This design comes from an exercise in tuning for a short achievable clock period and few clock cycles on the open sky130 flow, not from production work.
The RTL was checked by simulation tests, not by an equivalence proof against the original design.
Power and IR drop assume default switching activity.

## flow/run.sh

```bash
#!/bin/bash
# synth_recipe.tcl (not shown) runs the flow's synth.tcl, then flattens the netlist and writes it again
# the make line also repeats each setting of config.mk as NAME=value (left out here)
make -C /OpenROAD-flow-scripts/flow DESIGN_CONFIG=/design/flow/config.mk WORK_HOME=/design/flow/orfs CLKGATE_MAP_FILE= SYNTH_SCRIPT=/design/flow/synth_recipe.tcl finish
```

## flow/design.v

```verilog
module CPU(clk, rst, memoryData, memoryAddress, dataOut, readSignal, writeSignal, AC);
input clk;
input rst;  
input [15:0] memoryData;
output reg readSignal;
output reg writeSignal;
output reg signed [15:0] AC;
output reg [15:0] dataOut;
output reg [10:0] memoryAddress;
localparam K_NONE = 2'd0, K_INSTR = 2'd1, K_OPER = 2'd2;
localparam DV_IDLE = 2'd0, DV_ITER = 2'd1, DV_FIX = 2'd2;
reg        ZF;
reg  [5:0] PC;             
reg  [1:0] bt_kind;        
reg  [1:0] bt_idx;         
reg  [5:0] bt_pc;          
reg  [1:0] dt_kind;        
reg  [1:0] dt_idx;
reg  [5:0] dt_pc;
reg [15:0] iq_ir [0:3];
reg  [5:0] iq_pc [0:3];
reg  [2:0] iq_cnt;
reg  [2:0] fk [0:3];       
reg [15:0] fo [0:3];       
reg  [3:0] fv;             
reg  [1:0] hp;             
reg  [2:0] fc;             
reg  [1:0] dv_st;
reg [15:0] dv_r;
reg [18:0] dv_d;
reg [15:0] dv_q;
reg  [1:0] dv_cnt;
reg        dv_neg;
wire        h_ready = (fc != 0) && fv[hp] && (dv_st == DV_IDLE);
wire  [2:0] h_k = fk[hp];
wire [15:0] h_o = fo[hp];
wire        sa = AC[15];
wire        sb = h_o[15];
wire [15:0] ua = sa ? -AC : AC;
wire [15:0] ub = sb ? -h_o : h_o;
wire        dv_zero = (ub == 16'd0) || (ua < ub);
function [3:0] msb16;
  input [15:0] v;
  integer i;
  begin
    msb16 = 4'd0;
    for (i = 0; i < 16; i = i + 1)
      if (v[i]) msb16 = i[3:0];
  end
endfunction
wire [3:0] n_a = msb16(ua);
wire [3:0] n_b = msb16(ub);
wire [3:0] n_diff = n_a - n_b;        
wire [1:0] dv_c = n_diff[3:2];
reg  [18:0] d_init;
always @* begin
  case (dv_c)
    2'd0: d_init = {3'b0, ub} << 3;
    2'd1: d_init = {3'b0, ub} << 7;
    2'd2: d_init = {3'b0, ub} << 11;
    default: d_init = {3'b0, ub} << 15;
  endcase
end
reg [15:0] it_r;
reg [18:0] it_d;
reg [15:0] it_q;
reg [16:0] it_t;
integer j;
always @* begin
  it_r = dv_r; it_d = dv_d; it_q = dv_q;
  for (j = 0; j < 4; j = j + 1) begin
    it_t = {1'b0, it_r} - {1'b0, it_d[15:0]};
    if (it_d[18:16] == 3'd0 && !it_t[16]) begin
      it_r = it_t[15:0];
      it_q = {it_q[14:0], 1'b1};
    end else
      it_q = {it_q[14:0], 1'b0};
    it_d = it_d >> 1;
  end
end
wire [15:0] dv_res = dv_neg ? -dv_q : dv_q;
reg [15:0] alu;
always @* begin
  case (h_k)
    3'd1: alu = h_o;
    3'd3: alu = AC + h_o;
    3'd4: alu = AC - h_o;
    3'd5: alu = AC * h_o;
    default: alu = 16'd0;    
  endcase
end
wire h_exec  = h_ready && (h_k != 3'd6 || dv_zero);    
wire h_dvst  = h_ready && (h_k == 3'd6) && !dv_zero;   
reg [15:0] ac_n;
reg        zf_n;
always @* begin
  ac_n = AC; zf_n = ZF;
  if (dv_st == DV_FIX) begin
    ac_n = dv_res; zf_n = (dv_res == 16'd0);
  end else if (h_exec) begin
    ac_n = alu;
    if (h_k != 3'd1) zf_n = (alu == 16'd0);
  end
end
wire ex_final = (dv_st == DV_IDLE && (fc == 0 || (fc == 1 && fv[hp] && h_k != 3'd6)))
             || (dv_st == DV_FIX && fc == 0);
wire ex_empty = (dv_st == DV_IDLE) && (fc == 0);
wire        md_ins = (dt_kind == K_INSTR);
wire        cur_iq = (iq_cnt != 0);
wire        cur_v  = cur_iq || md_ins;
wire [15:0] cur    = cur_iq ? iq_ir[0] : memoryData;
wire  [5:0] cur_pc = cur_iq ? iq_pc[0] : dt_pc;
wire  [3:0] c_op   = cur[15:12];
wire        c_m    = cur[11];
wire [10:0] c_a    = cur[10:0];
wire c_alu   = (c_op == 4'd1) || (c_op == 4'd3) || (c_op == 4'd4) || (c_op == 4'd5) || (c_op == 4'd6);
wire c_mem   = c_alu && c_m;
wire c_imm   = c_alu && !c_m;
wire c_st    = (c_op == 4'd2);
wire c_br    = (c_op == 4'd7);
wire c_brz   = (c_op == 4'd8);
wire fq_room = (fc != 3'd4);
reg        consume, take, flush, use_bus;
always @* begin
  consume = 1'b0; take = 1'b0; flush = 1'b0; use_bus = 1'b0;
  if (cur_v) begin
    if (c_alu) begin
      consume = fq_room;
      use_bus = fq_room && c_m;
    end else if (c_st) begin
      consume = ex_final;
      use_bus = ex_final;
      flush = ex_final && (c_a[10:6] == 5'd0);
    end else if (c_br) begin
      consume = 1'b1; take = 1'b1; use_bus = 1'b1; flush = 1'b1;
    end else if (c_brz) begin
      consume = ex_empty;
      take = ex_empty && ZF && c_m;
      use_bus = take; flush = take;
    end else
      consume = 1'b1;
  end
end
wire push = consume && c_alu;
wire [1:0] tail = hp + fc[1:0];
reg [2:0] iqn_cnt;
reg [15:0] iqn_ir [0:3];
reg [5:0] iqn_pc [0:3];
integer q;
always @* begin
  for (q = 0; q < 4; q = q + 1) begin
    iqn_ir[q] = iq_ir[q]; iqn_pc[q] = iq_pc[q];
  end
  iqn_cnt = iq_cnt;
  if (consume && cur_iq) begin
    for (q = 0; q < 3; q = q + 1) begin
      iqn_ir[q] = iq_ir[q+1]; iqn_pc[q] = iq_pc[q+1];
    end
    iqn_cnt = iq_cnt - 3'd1;
  end
  if (md_ins && !(consume && !cur_iq)) begin
    iqn_ir[iqn_cnt[1:0]] = memoryData;
    iqn_pc[iqn_cnt[1:0]] = dt_pc;
    iqn_cnt = iqn_cnt + 3'd1;
  end
  if (flush) iqn_cnt = 3'd0;
end
wire bt_fetch_live = (bt_kind == K_INSTR) && !flush;
wire fetch_ok = !use_bus && ({1'b0, iqn_cnt} + {3'b0, bt_fetch_live} < 4'd4);
integer i;
always @(posedge clk) begin
  if (rst) begin
    PC <= 6'd1;
    AC <= 16'd0;
    ZF <= 1'b0;
    dataOut <= 16'd0;
    memoryAddress <= 11'd0;
    readSignal <= 1'b1;
    writeSignal <= 1'b0;
    bt_kind <= K_INSTR;
    bt_pc <= 6'd0;
    bt_idx <= 2'd0;
    dt_kind <= K_NONE;
    dt_pc <= 6'd0;
    dt_idx <= 2'd0;
    iq_cnt <= 3'd0;
    fv <= 4'd0;
    hp <= 2'd0;
    fc <= 3'd0;
    dv_st <= DV_IDLE;
  end else begin
    AC <= ac_n;
    ZF <= zf_n;
    case (dv_st)
      DV_IDLE: if (h_dvst) begin
        dv_st <= DV_ITER;
        dv_r <= ua;
        dv_d <= d_init;
        dv_q <= 16'd0;
        dv_cnt <= dv_c;
        dv_neg <= sa ^ sb;
      end
      DV_ITER: begin
        dv_r <= it_r;
        dv_d <= it_d;
        dv_q <= it_q;
        dv_cnt <= dv_cnt - 2'd1;
        if (dv_cnt == 2'd0) dv_st <= DV_FIX;
      end
      default: dv_st <= DV_IDLE;
    endcase
    if (dt_kind == K_OPER) begin
      fo[dt_idx] <= memoryData;
      fv[dt_idx] <= 1'b1;
    end
    if (push) begin
      fk[tail] <= c_op[2:0];
      if (!c_m) begin
        fo[tail] <= {{5{c_a[10]}}, c_a};
        fv[tail] <= 1'b1;
      end else
        fv[tail] <= 1'b0;
    end
    if (h_ready) hp <= hp + 2'd1;
    fc <= fc + {2'b0, push} - {2'b0, h_ready};
    for (i = 0; i < 4; i = i + 1) begin
      iq_ir[i] <= iqn_ir[i];
      iq_pc[i] <= iqn_pc[i];
    end
    iq_cnt <= iqn_cnt;
    dt_kind <= (bt_kind == K_INSTR && flush) ? K_NONE : bt_kind;
    dt_idx <= bt_idx;
    dt_pc <= bt_pc;
    if (use_bus && c_mem) begin
      memoryAddress <= c_a;
      readSignal <= 1'b1; writeSignal <= 1'b0;
      bt_kind <= K_OPER; bt_idx <= tail;
    end else if (use_bus && c_st) begin
      memoryAddress <= c_a;
      dataOut <= ac_n;
      readSignal <= 1'b0; writeSignal <= 1'b1;
      bt_kind <= K_NONE;
      if (flush) PC <= cur_pc + 6'd1;
    end else if (use_bus) begin    
      memoryAddress <= {5'd0, c_a[5:0]};
      readSignal <= 1'b1; writeSignal <= 1'b0;
      bt_kind <= K_INSTR; bt_pc <= c_a[5:0];
      PC <= c_a[5:0] + 6'd1;
    end else if (fetch_ok) begin
      memoryAddress <= {5'd0, PC};
      readSignal <= 1'b1; writeSignal <= 1'b0;
      bt_kind <= K_INSTR; bt_pc <= PC;
      PC <= PC + 6'd1;
    end else begin
      readSignal <= 1'b0; writeSignal <= 1'b0;
      bt_kind <= K_NONE;
    end
  end
end
endmodule
```

## flow/config.mk

```make
export PLATFORM = sky130hd
export DESIGN_NAME = CPU
export DESIGN_NICKNAME = CPU
export VERILOG_FILES = /design/flow/design.v
export SDC_FILE = /design/flow/constraint.sdc
export NUM_CORES = 4
export LEC_CHECK = 0
export CAP_MARGIN = 20
export CORE_MARGIN = 2
export CORE_UTILIZATION = 40
export PLACE_DENSITY = 0.6
export SLEW_MARGIN = 20
```

## flow/constraint.sdc

```tcl
create_clock -name core_clock -period 42.0 [get_ports {clk}]
set_input_delay 8.4000 -clock core_clock [delete_from_list [all_inputs] [get_ports {clk}]]
set_output_delay 8.4000 -clock core_clock [all_outputs]
set_load 0.01 [all_outputs]
```

==> results of run 1 <==
==> cells in the mapped netlist, types with 50 or more instances <==
library cell,instances,share of area [%]
mux2_2,69,3.1
fa_1,86,6.8
dfxtp_1,88,7.0
ha_1,162,8.0
a31oi_1,77,1.9
nand3_1,55,1.1
xor2_1,50,1.7
nand2_1,323,4.8
inv_1,199,3.0
o21a_1,58,1.7
nor3_1,62,1.2
and2_1,68,1.7
o21ai_0,110,2.2
edfxtp_1,218,26
a21oi_1,128,2.5
clkbuf_1,106,1.6
xnor2_1,99,3.4
mux2i_1,76,3.0
nor2_1,275,4.1
==> worst max-delay path: stages <==
cell and delay (ns):
clkdlybuf4s50_1 0.77, nor2_1 0.10, mux2i_1 0.46, a2111oi_0 0.23, nor4_2 0.87, and2_2 0.27, buf_4 0.61, xnor2_1 0.27
ha_1 0.35, a211oi_1 0.04, a2111oi_0 0.74, a41oi_2 0.72, and3_1 0.51, o211ai_1 0.17, or2_1 0.12, a31oi_1 0.07
==> per-layer routing <==
| layer | global-route usage (%) | vias up | wire [um] |
|---|---|---|---|
| met1 | 31.9 | 10000 | 34400 |
| met4 | 5.56 | 2 | 1690 |
| met5 | 0 | - | 14 |
| li1 | - | 9845 | - |
| met3 | 2.82 | 107 | 4140 |
| met2 | 35.5 | 614 | 33200 |
==> report_power, final <==
part / switching, mW / internal [mW]
sequential: 0.0445 / 0.412
clock: 0.132 / 0.170
combinational: 0.349 / 0.210
total: 0.525 / 0.792
==> registers in the layout (all words and copies together) (netlist names), 16 cells and up, named ones only <==
name,count
dataOut,16
dv_r,16
iq_pc,24
iq_ir,64
dv_d,19
dv_q,16
fo,64
AC,16
==> through the flow <==
stage               util, %  power [mW]  instance area [um^2]
finish                 44.3        1.32                 27800
CTS                    44.3        1.32                 27800
global placement       42.5        1.00                 26700
floorplan                 -       0.861                 25300
detailed placement     42.5        1.01                 26700
global route           44.3        1.40                 27800
==> worst max-delay path by stage <==
stage                               from        to  slack (ns)  cells after the start
final                     memoryData[14]     PC[4]       27.67                     16
after global routing      memoryData[14]     PC[4]       27.18                     16
after CTS                 memoryData[14]     PC[4]       27.64                     15
after detailed placement  memoryData[14]     PC[4]       27.05                     15
after global placement    memoryData[14]     PC[4]       27.45                     15
after floorplan           memoryData[14]  bt_pc[5]       29.54                     20
==> cells by family (layout without fill, tap and decap cells) <==
| group | count (synthesis) | in the layout | share of synthesized area (%) |
|---|---|---|---|
| simple gates | 947 | 947 | 17.2 |
| compound gates | 597 | 597 | 15.5 |
| flops | 306 | 306 | 32.9 |
| xor+xnor | 154 | 154 | 5.51 |
| buf+inv | 347 | 367 | 5.40 |
| mux | 175 | 175 | 8.66 |
| other cells | 0 | 2 | 0 |
| fa+ha+maj | 248 | 248 | 14.8 |
==> area by class of cell <==
type	count	area [um^2]
fill	6073	34900
multi-input combinational	2121	15600
sequential	306	8310
tap	846	1060
clock buffer	52	1010
timing repair buffer	102	916
inverter	202	761
clock inverter	11	95.1
antenna	2	5.00
==> flow_summary.ini, run 1 <==
[routing]
drt_iter0_drc = 1770
wl_um = 73400
dr.pass1.iters = 6
drc = 0
via_per_inst = 5.66
dr_total_vias = 20600
drt-wirelength-per-cell_um = 20.2
ant_nets = 0

[power_and_ir_drop]
ir_drop_v = 0.0000418
p_leak_nw = 11.3
p_per_area_mw_per_mm2 = 47.4

[setup_path]
worstPathArrival_ns = 14.73
cp.required_ns = 42.40
end_kind = register
reg2reg_from = dv_r[0]
start_kind = input port
reg2regPathDepth = 49
worstSetupPathType = input port to register
crit_fanout = 69
r2r_slack_ns = 28.82
r2r-end = dv_r[13]

[yosys]
synth_nets = 3040
synth_ff_type = edfxtp_1
synth_cell_types = 90
async_flop_share_pct = 0
syn-instance-count = 2774
synth_area_per_cell_um2 = 9.11
ys_warn_count = 5
syn_area_mm2 = 0.0253
ys_ff_latch = 306
synth-edff-count = 218
ys_seq_area_share_pct = 32.9

[finish]
nNetsFinal = 3034
final_common_cell = nand2_1
area_growth_pct = 10.0
layoutNonFillerInstCount = 3642
final_cell_mix = nand2_1 (322), nor2_1 (274), edfxtp_1 (218)
drive_above_1_share_pct = 8.38

[floorplanning]
num_rows = 92
die_h_um = 255
dieWidth_um = 255
start_util_pct = 40.3
core_area_mm2 = 0.0627
die_area_mm2 = 0.0652
io_pins = 63

[global_routing]
antenna_found_initial = 1
grt_pass1_vias = 20100
grt_max_degree = 75
grt_usage_pct = 22.2
grt_overflow = 0
grt_pass1_wl_um = 116000

[worst_hold_path]
whs_path_depth = 1
holdPathEnd = dt_idx[0]
min_from = bt_idx[0]
min_path_type = register to register

[timing]
min_period_ns = 14.33
finalSetupTns_ns = 0
tightest_slew_ns = 1.06
clock_skew_ns = 0.0237
setup_viol = 0
timing.final.crit_share_pct = 34.1
relSlewSlack_pct = 29.4
rsz0062_at_grt = false
fmaxAchievable_mhz = 69.8
hold_violations = 0
timing.hold.ws_ns = 0.455
setup_slack_ns = 27.67
final_max_slew_viol_count = 0

[place]
dp_slack_ns = 27.05
gp_congestion = 0.940
place_inst = 3577
numPortBuffers = 62
dp_hpwl_um = 53500

[cts]
cts_made_buffers = 35
cts_hold_buffers = 0
post_cts_buffers = 0
ctsResizeCount = 0
clk_pin_slew_worst_paths_ns = 0.06
clockBufferDepth = 3
clock-root-buffer = clkbuf_16
clk_latency_ns = 0.57
numClockSinks = 306
htreeDepth = 2
cts_tree = built

[outcome]
outcome = complete, no violations

[run]
drv_cap = 0
Testbench counts, summed over its fixed seeds: cycles 17,690.
==> inputs of run 2 (changes only) <==
==> flow/flow/run.sh (new file) <==
#!/bin/bash
cp standard.sh standard_sh_copy.txt
export SETUP_SLACK_MARGIN=33
bash standard.sh > standard_flow.log 2>&1
==> flow/standard.sh (new file) <==
#!/bin/bash
# synth_recipe.tcl (not shown) runs the flow's synth.tcl, then flattens the netlist and writes it again
# the make line also repeats each setting of config.mk as NAME=value (left out here)
make -C /OpenROAD-flow-scripts/flow DESIGN_CONFIG=/design/flow/config.mk WORK_HOME=/design/flow/orfs CLKGATE_MAP_FILE= SYNTH_SCRIPT=/design/flow/synth_recipe.tcl "${@:-finish}"
--- a/flow/config.mk
+++ b/flow/config.mk
@@ -12 +12,2 @@
 export SLEW_MARGIN = 20
+export TNS_END_PERCENT = 20
removed: flow/run.sh
==> flow_summary.ini, run 2 <==
[yosys]
synth_area_per_cell_um2 = 9.11
ys_ff_latch = 306
post-synth-top-count-cell = nand2_1
synth_commonest_cells = nand2_1 (323), nor2_1 (275), edfxtp_1 (218)
ys_warn_count = 5
synth_cell_types = 90
async_flop_share_pct = 0
yosys-top-cells-area = edfxtp_1 (26%), ha_1 (8.0%), dfxtp_1 (7.0%)
synth.largest_area_cell = edfxtp_1
synth_ff_type = edfxtp_1
synth.top_cell.area_share_pct = 25.9
syn-instance-count = 2774
synth-edff-count = 218
syn_area_mm2 = 0.0253
ys_seq_area_share_pct = 32.9
synth_nets = 3040

[timing]
hold_violations = 0
clock_skew_ns = 0.0282
setup_slack_ns = 30.83
min_period_ns = 11.17
fmaxAchievable_mhz = 89.5
relSlewSlack_pct = 29.1
tightest_slew_ns = 1.06
rsz0062_at_grt = true
finalSetupTns_ns = 0
timing.final.crit_share_pct = 26.6
setup_viol = 0
final_max_slew_viol_count = 0

[global_routing]
antenna_found_initial = 2
grt_pass1_vias = 21200
grt_pass1_wl_um = 121000
grt_usage_pct = 23.3
grt_overflow = 0
grt_max_degree = 95

[finish]
final_cell_mix = nand2_1 (316), nor2_1 (266), edfxtp_1 (218)
top_regs = fo x64, iq_ir x64, iq_pc x24
final_common_cell = nand2_1
nNetsFinal = 3122
drive_above_1_share_pct = 14.9
area_growth_pct = 17.0
nFillCells = 5855

[place]
gp_congestion = 0.930
dp_hpwl_um = 53200
dp_slack_ns = 27.77
numPortBuffers = 62

[routing]
via_per_inst = 5.73
drt-wirelength-per-cell_um = 20.7
ant_nets = 0
wl_um = 77300
drt_iter0_drc = 1666
drc = 0
dr.pass1.iters = 8
dr_total_vias = 21400

[cts]
cts_hold_buffers = 0
htreeDepth = 2
cts_made_buffers = 36
cts_tree = built
clock-root-buffer = clkbuf_16
numClockSinks = 306
clockBufferDepth = 3
clk_latency_ns = 0.57
clk_pin_slew_worst_paths_ns = 0.06

[power_and_ir_drop]
pwr-share-clk_pct = 22.6
power.share.combinational_pct = 46.2
p_int_uw = 884
p_per_area_mw_per_mm2 = 49.5
switching_share_pct = 39.5
p_sw_uw = 578
p_seq_share_pct = 31.3
p_leak_nw = 12.0
ir_drop_v = 0.0000405

[floorplanning]
num_rows = 92
die_h_um = 255
die_area_mm2 = 0.0652
dieWidth_um = 255
start_util_pct = 40.3
io_pins = 63
core_area_mm2 = 0.0627

[run]
drv_cap = 0

[setup_path]
end_kind = register
worstPathArrival_ns = 11.64
start_kind = input port
crit_fanout = 6
cp.required_ns = 42.47
worstSetupPathType = input port to register

[worst_hold_path]
min_path_type = register to register

[outcome]
outcome = complete, no violations
==> run 2: area by class of cell <==
type / count / area (um^2) / share of cell area (%)
Multi-Input combinational cell: 2124 / 16400 / 55.4
Sequential cell: 306 / 8310 / 28.1
Timing Repair Buffer: 186 / 1770 / 5.99
Tap cell: 846 / 1060 / 3.58
Clock buffer: 46 / 980 / 3.31
Inverter: 202 / 776 / 2.62
Clock inverter: 20 / 280 / 0.948
Antenna cell: 2 / 5.00 / 0.0169
==> run 2: power by group through the flow <==
stage | clock network [mW] | registers (mW) | logic (mW)
6_report | 0.330 | 0.457 | 0.675
5_1_grt | 0.347 | 0.464 | 0.736
4_1_cts | 0.337 | 0.456 | 0.639
3_5_place_dp | 0 | 0.461 | 0.561
3_3_place_gp | 0 | 0.460 | 0.549
2_1_floorplan | 0 | 0.443 | 0.429
==> run 2: worst max-delay path: stages <==
cell	delay (ns)
buf_12	0.11
buf_8	0.12
nor4bb_4	0.15
a31oi_2	0.22
a211oi_2	0.10
nor4_4	0.38
and2_4	0.23
buf_12	0.11
xnor2_4	0.15
ha_4	0.25
a211oi_4	0.16
a2111oi_2	0.05
buf_4	0.17
a41oi_4	0.29
and3_4	0.26
o211ai_1	0.10
or2_1	0.22
a31oi_1	0.15
==> run 2: per-layer routing <==
metal  wire, um  up-vias  GRT usage [%]
li1           -    10000              -
met1      33900    10400           31.1
met2      35000      724           37.7
met3       5600      163           4.37
met4       2780        2           8.37
met5         13        -              0
==> run 2: timing repair <==
| action | in CTS | in global routing |
|---|---|---|
| setup endpoints to repair | 484 | 472 |
| pin swaps | 76 | 18 |
| hold endpoints to repair | 0 | 0 |
| gates cloned | 8 | 0 |
| gates resized for setup | 175 | 35 |
| buffers inserted | 76 | 8 |
==> run 2: metrics by stage <==
| step | utilization, % | power, mW | area, um^2 | hold slack, ns | std cells |
|---|---|---|---|---|---|
| floorplan | - | 0.872 | 25400 | 0.437 | 2774 |
| global placement | 42.6 | 1.01 | 26700 | 0.451 | 3572 |
| detailed placement | 42.6 | 1.02 | 26700 | 0.454 | 3572 |
| CTS | 46.7 | 1.43 | 29300 | 0.463 | 3722 |
| global route | 47.1 | 1.55 | 29600 | 0.488 | 3731 |
| finish | 47.1 | 1.46 | 29600 | 0.468 | 3732 |
==> run 2: worst paths after layout <==
| kind | cells past startpoint | end | slack (ns) | start |
|---|---|---|---|---|
| hold / removal | 1 | dt_idx[1] | 0.47 | bt_idx[1] |
| setup / recovery | 18 | PC[4] | 30.83 | memoryData[15] |
| hold reg to reg | 1 | dt_idx[1] | 0.47 | bt_idx[1] |
| setup reg to reg | 54 | dv_r[3] | 32.04 | dv_r[0] |
==> run 2: cell families (layout without fill, tap and decap cells) <==
group / count (synthesis) / in the layout / synth area share (%)
xor gates and xnor gates: 154 / 154 / 5.51
adders and majority gates: 248 / 248 / 14.8
buffers and inverters: 347 / 454 / 5.40
and+or+nand+nor: 947 / 949 / 17.2
other: 0 / 2 / 0
AOI/OAI and AO/OA: 597 / 598 / 15.5
DFF: 306 / 306 / 32.9
muxes: 175 / 175 / 8.66

-- afterwards: timing with drivers on the ports --
The results above use ideal ports. As a check the final layouts listed here were re-extracted and re-timed, cells and wires unchanged. Step 1, drivers: a clkbuf_16 drives clk and a buf_2 each remaining input, both assumed. Step 2 adds t to the input delays and takes it off the output delays; t is the mean of the earliest and latest rising clock arrival at the registers after step 1. Input paths then give back, and output paths get back, about the clock's delay inside the block. Slacks: ideal / step 1 / step 2; pairs: ideal / step 1.
run	t, ns	slack for setup (ns)	hold WS [ns]	worst register clock-pin slew, ns	worst slew at a driven data input, ns
run 1	0.611	27.671 / 27.705 / 27.094	0.455 / 0.455 / 0.455	0.07 / 0.07	0.04
run 2	0.611	30.832 / 30.843 / 30.232	0.468 / 0.468 / 0.468	0.07 / 0.07	0.06
After both steps every run listed still meets setup and hold. For run 2, which loses most, drivers alone change the setup slack by +0.011 ns; drivers and shift together by -0.600 ns.
